Source: an optimization exercise on an open RTL-to-GDS flow (aim: small area and a short achievable clock period). Production flows keep margins and buffers that such runs may drop.
RTL that was checked went through simulation tests only; none was proved equivalent to the original.
No activity file was given, so power comes from the tool's default toggle rates.

==> inputs of 09-06 <==
==> flow/design.v (excerpt) <==
module fir_retimed #(
    parameter N_TAPS = 4,
    parameter DATA_WIDTH = 18,
    parameter COEFF_WIDTH = 18
) (
    input clk,
    input reset_n,
    input ena,
    input signed [DATA_WIDTH-1:0] data_in,
    output signed [(DATA_WIDTH + COEFF_WIDTH + 2)-1:0] data_out
);
Settings: LEC_CHECK=0, ABC_AREA=1, CAP_MARGIN=0, CORE_MARGIN=2, CORE_UTILIZATION=40, CTS_BUF_LIST=sky130_fd_sc_hd__clkbuf_8, PLACE_DENSITY_LB_ADDON=0.2, SETUP_SLACK_MARGIN=2.4, SLEW_MARGIN=0; clock period 4.5 ns.
standard.sh (not shown) runs the stock make flow with config.mk's settings and CLKGATE_MAP_FILE= SYNTH_SCRIPT=/design/flow/synth_recipe.tcl, a recipe that flattens the netlist after the stock synthesis.
==> flow/flow/run.sh <==
#!/bin/bash
# The standard layout, with plain buffers (not delay cells) on the ports and
# no dummy loads in the clock tree.
set -euo pipefail
bash standard.sh \
  BUFFER_PORTS_ARGS="-buffer_cell sky130_fd_sc_hd__buf_1" \
  CTS_ARGS="-sink_clustering_enable -repair_clock_nets -buf_list sky130_fd_sc_hd__clkbuf_8 -dont_use_dummy_load" \
  finish > make_finish.log 2>&1
==> inputs of 08-20, as changes to 09-06 <==
SETUP_SLACK_MARGIN = 2.5   (was 2.4)
TNS_END_PERCENT = 20   (was not set)
==> notes <==
In sequential cell count, 08-20 and 09-06 do not differ.
Clock skew is about the same in 09-06 and 08-20.
Against 09-06, the cell count of 08-20 is higher by 0.42%.
Wire length: 08-20 is higher than 09-06 (1.7%).
In global-route usage, 09-06 and 08-20 hardly differ.
==> figures <==
Leakage Power: 08-20 5.65 nW; 09-06 5.58 nW
Portion of total power attributed to combinational logic: 08-20 56.1%; 09-06 54.9%
CTS resizes: 08-20 13; 09-06 5
Filler cells: 08-20 2422; 09-06 2464
Maximum clock skew at final layout: 08-20 27.5 ps; 09-06 27.6 ps
Result of the run: 08-20 complete, no violations; 09-06 complete, no violations
Relative slew slack: 08-20 44.1%; 09-06 44.2%
Highest attainable clock frequency: 08-20 502 MHz; 09-06 507 MHz
Buffers plus inverters on the worst setup path: 08-20 2; 09-06 1
Internal power: 08-20 3.68 mW; 09-06 3.54 mW
Proportion of cell area occupied by multi-input gates: 08-20 51.4%; 09-06 51.1%
Reported clock group power: 08-20 0.764 mW; 09-06 0.761 mW

---

==> inputs of delta <==
fir_retimed again, from the RTL that the note above started with.
==> module fir_retimed, before the edit <==
module fir_retimed #(
    parameter N_TAPS = 4,
    parameter DATA_WIDTH = 18,
    parameter COEFF_WIDTH = 18
) (
    input clk,
    input reset_n,
    input ena,
    input signed [DATA_WIDTH-1:0] data_in,
    output signed [(DATA_WIDTH + COEFF_WIDTH + 2)-1:0] data_out
);
    localparam KIND = 5;
    reg signed [17:0] x0, x1;
    reg signed [18:0] u;
    reg signed [20:0] s2;
    reg signed [21:0] s1;
    reg signed [21:0] s;
    reg signed [23:0] z;
    wire [18:0] u_next;
    wire [20:0] s2_next;
    wire [21:0] s1_next;
    wire [21:0] s_next;
    wire [23:0] z_next;
    pfx_add #(.W(19), .KIND(KIND)) add_u (
        .a({x0[17], x0}), .b({x1[17], x1}), .ci(1'b0), .s(u_next));
    pfx_add #(.W(21), .KIND(KIND)) add_s2 (
        .a({u, 2'b00}), .b(~{{3{x1[17]}}, x1}), .ci(1'b1), .s(s2_next));
    pfx_add #(.W(21), .KIND(KIND)) add_s1 (
        .a({s2[20], s2[20:1]}), .b({{3{x1[17]}}, x1}), .ci(1'b0), .s(s1_next[21:1]));
    assign s1_next[0] = s2[0];
    pfx_add #(.W(22), .KIND(KIND)) add_s (
        .a(s1), .b({{4{x1[17]}}, x1}), .ci(1'b0), .s(s_next));
    pfx_add #(.W(22), .KIND(KIND)) add_z (
        .a({s[21], s[21], s[21:2]}), .b(s), .ci(1'b0), .s(z_next[23:2]));
    assign z_next[1:0] = s[1:0];
    always @(posedge clk or negedge reset_n) begin
        if (!reset_n) begin
            x0 <= 18'd0;
            x1 <= 18'd0;
            u  <= 19'd0;
            s2 <= 21'd0;
            s1 <= 22'd0;
            s  <= 22'd0;
            z  <= 24'd0;
        end else if (ena) begin
            x0 <= data_in;
            x1 <= x0;
            u  <= u_next;
            s2 <= s2_next;
            s1 <= s1_next;
            s  <= s_next;
            z  <= z_next;
        end
    end
    assign data_out = {{13{z[23]}}, z, 1'b0};
endmodule
==> module pfx_add, before the edit <==
module pfx_add #(parameter W = 22, parameter KIND = 0) (
    input  [W-1:0] a,
    input  [W-1:0] b,
    input          ci,
    output [W-1:0] s
);
    reg [W-1:0] g, p, p0, gp2, pp2;
    integer i, l, j;
    always @* begin
        p0 = a ^ b;
        g  = a & b;
        p  = p0;
        g[0] = g[0] | (p[0] & ci);
        if (KIND == 0) begin
            for (l = 1; (1 << l) <= 2*W; l = l + 1)
                for (j = (1 << l) - 1; j < W; j = j + (1 << l)) begin
                    g[j] = g[j] | (p[j] & g[j - (1 << (l-1))]);
                    p[j] = p[j] & p[j - (1 << (l-1))];
                end
            for (l = 12; l > 0; l = l - 1)
                for (j = (1 << l) + (1 << (l-1)) - 1; j < W; j = j + (1 << l)) begin
                    g[j] = g[j] | (p[j] & g[j - (1 << (l-1))]);
                    p[j] = p[j] & p[j - (1 << (l-1))];
                end
        end else if (KIND == 1) begin
            for (l = 0; (1 << l) < W; l = l + 1)
                for (i = W - 1; i >= 0; i = i - 1)
                    if ((i >> l) & 1) begin
                        j = ((i >> l) << l) - 1;
                        g[i] = g[i] | (p[i] & g[j]);
                        p[i] = p[i] & p[j];
                    end
        end else if (KIND == 4 || KIND == 5) begin
            gp2 = g; pp2 = p;
            for (i = 2; i < W; i = i + 2) begin
                gp2[i] = g[i] | (p[i] & g[i-1]);
                pp2[i] = p[i] & p[i-1];
            end
            for (l = 0; (1 << l) < W; l = l + 1)
                for (i = W - 1; i >= 0; i = i - 1)
                    if ((i >> l) & 1) begin
                        j = ((i >> l) << l) - 1;
                        if (KIND == 5 && i == 1) begin
                            g[1] = g[1] | ((p[1] & a[0]) & b[0]) | ((p[1] & p0[0]) & ci);
                            p[1] = p[1] & p[0];
                        end else if (j == i - 1 && j > 0 && ((i >> (l+1)) == 0)) begin
                            g[i] = gp2[i] | (pp2[i] & g[i-2]);
                            p[i] = pp2[i] & p[i-2];
                        end else begin
                            g[i] = g[i] | (p[i] & g[j]);
                            p[i] = p[i] & p[j];
                        end
                    end
        end else if (KIND == 2) begin
            for (l = 0; (1 << l) < W; l = l + 1)
                for (i = W - 1; i >= (1 << l); i = i - 1) begin
                    g[i] = g[i] | (p[i] & g[i - (1 << l)]);
                    p[i] = p[i] & p[i - (1 << l)];
                end
        end else begin
            for (i = 1; i < W; i = i + 1)
                g[i] = g[i] | (p[i] & g[i-1]);
        end
    end
    assign s = p0 ^ {g[W-2:0], ci};
endmodule
==> flow/config.mk <==
export PLATFORM = sky130hd
export DESIGN_NAME = fir_retimed
export DESIGN_NICKNAME = fir_retimed
export VERILOG_FILES = /design/flow/design.v
export SDC_FILE = /design/flow/constraint.sdc
export NUM_CORES = 4
export LEC_CHECK = 0
export ABC_AREA = 1
export CAP_MARGIN = 0
export CORE_MARGIN = 2
export CORE_UTILIZATION = 40
export CTS_BUF_LIST = sky130_fd_sc_hd__clkbuf_8
export PLACE_DENSITY = 0.8
export SETUP_SLACK_MARGIN = 2.4
export SLEW_MARGIN = 0
==> flow/constraint.sdc <==
create_clock -name core_clock -period 4.5 [get_ports {clk}]
set_input_delay 0.9000 -clock core_clock [delete_from_list [all_inputs] [get_ports {clk}]]
set_output_delay 0.9000 -clock core_clock [all_outputs]
set_load 0.01 [all_outputs]
==> flow/flow/run.sh <==
#!/bin/bash
# The standard layout, with plain buffers (not delay cells) on the ports.
set -euo pipefail
bash standard.sh BUFFER_PORTS_ARGS="-buffer_cell sky130_fd_sc_hd__buf_1" finish > make_finish.log 2>&1
==> inputs of violet, as changes to delta <==
==> flow/design.v (replaced) <==
module fir_retimed #(
    parameter N_TAPS = 4,
    parameter DATA_WIDTH = 18,
    parameter COEFF_WIDTH = 18
) (
    input clk,
    input reset_n,
    input ena,
    input signed [DATA_WIDTH-1:0] data_in,
    output signed [(DATA_WIDTH + COEFF_WIDTH + 2)-1:0] data_out
);
    reg signed [17:0] x0, x1;
    reg signed [18:0] u;
    reg signed [20:0] s2;
    reg signed [21:0] s1;
    reg signed [21:0] s;
    reg signed [23:0] z;
    wire signed [18:0] u_next  = {x0[17], x0} + {x1[17], x1};
    wire signed [20:0] s2_next = {u, 2'b00} - {{3{x1[17]}}, x1};
    wire signed [21:0] s1_next = {s2[20], s2} + {{3{x1[17]}}, x1, 1'b0};
    wire signed [21:0] s_next  = s1 + {{4{x1[17]}}, x1};
    wire signed [23:0] z_next  = {{2{s[21]}}, s} + {s, 2'b00};
    always @(posedge clk or negedge reset_n) begin
        if (!reset_n) begin
            x0 <= 18'd0;
            x1 <= 18'd0;
            u  <= 19'd0;
            s2 <= 21'd0;
            s1 <= 22'd0;
            s  <= 22'd0;
            z  <= 24'd0;
        end else if (ena) begin
            x0 <= data_in;
            x1 <= x0;
            u  <= u_next;
            s2 <= s2_next;
            s1 <= s1_next;
            s  <= s_next;
            z  <= z_next;
        end
    end
    assign data_out = {{13{z[23]}}, z, 1'b0};
endmodule
==> flow/flow/run.sh (replaced) <==
#!/bin/bash
# The standard layout, with plain buffers (not delay cells) on the ports.
set -euo pipefail
bash standard.sh BUFFER_PORTS_ARGS="-buffer_cell sky130_fd_sc_hd__buf_2" finish > make_finish.log 2>&1
CAP_MARGIN = 20   (was 0)
CTS_BUF_LIST = default   (was sky130_fd_sc_hd__clkbuf_8)
PLACE_DENSITY = default   (was 0.8)
SETUP_SLACK_MARGIN = 1.8   (was 2.4)
SLEW_MARGIN = 20   (was 0)
==> summary.txt <==
- Against delta, the global-route usage of violet is higher by 5.4 points.
- Synthesized cell count: delta is smaller than violet (27%).
- In non-clock buffer count, violet and delta do not differ.
- Between delta and violet, the lower sequential share of layout area is in violet (gap 6.3 points).
- Between delta and violet, the lower power is in delta (gap 21%, measured against violet).
For violet, only the layout was checked, not whether the RTL still works.

[separate check: timing with driven ports]
The results above use ideal ports. As a check the final layouts listed here were re-extracted and re-timed, cells and wires unchanged.
Step 1 assumes that a clkbuf_16 drives the clock port and a buf_2 every other input.
Step 2, shift: input delay + t, output delay - t, t = (earliest + latest rising clock arrival at the registers) / 2. This alone moves slack from input paths to output paths.
a / b / c = ideal / step 1 / step 2; a / b = the first two.
run	t, ns	setup slack, ns	worst setup path at the end	slew at the worst register clock pin (ns)
09-06	0.470	2.528 / 2.490 / 2.066	input to register	0.09 / 0.09
08-20	0.472	2.509 / 2.471 / 2.172	input to register	0.09 / 0.09
delta	0.481	2.485 / 2.448 / 2.089	input to register	0.08 / 0.08
violet	0.491	2.164 / 2.164 / 1.905	input to register	0.08 / 0.08
After both steps setup and hold are still met in every run listed. The setup slack of 09-06, which loses most, moves by -0.038 ns with the drivers and by -0.462 ns with both steps.
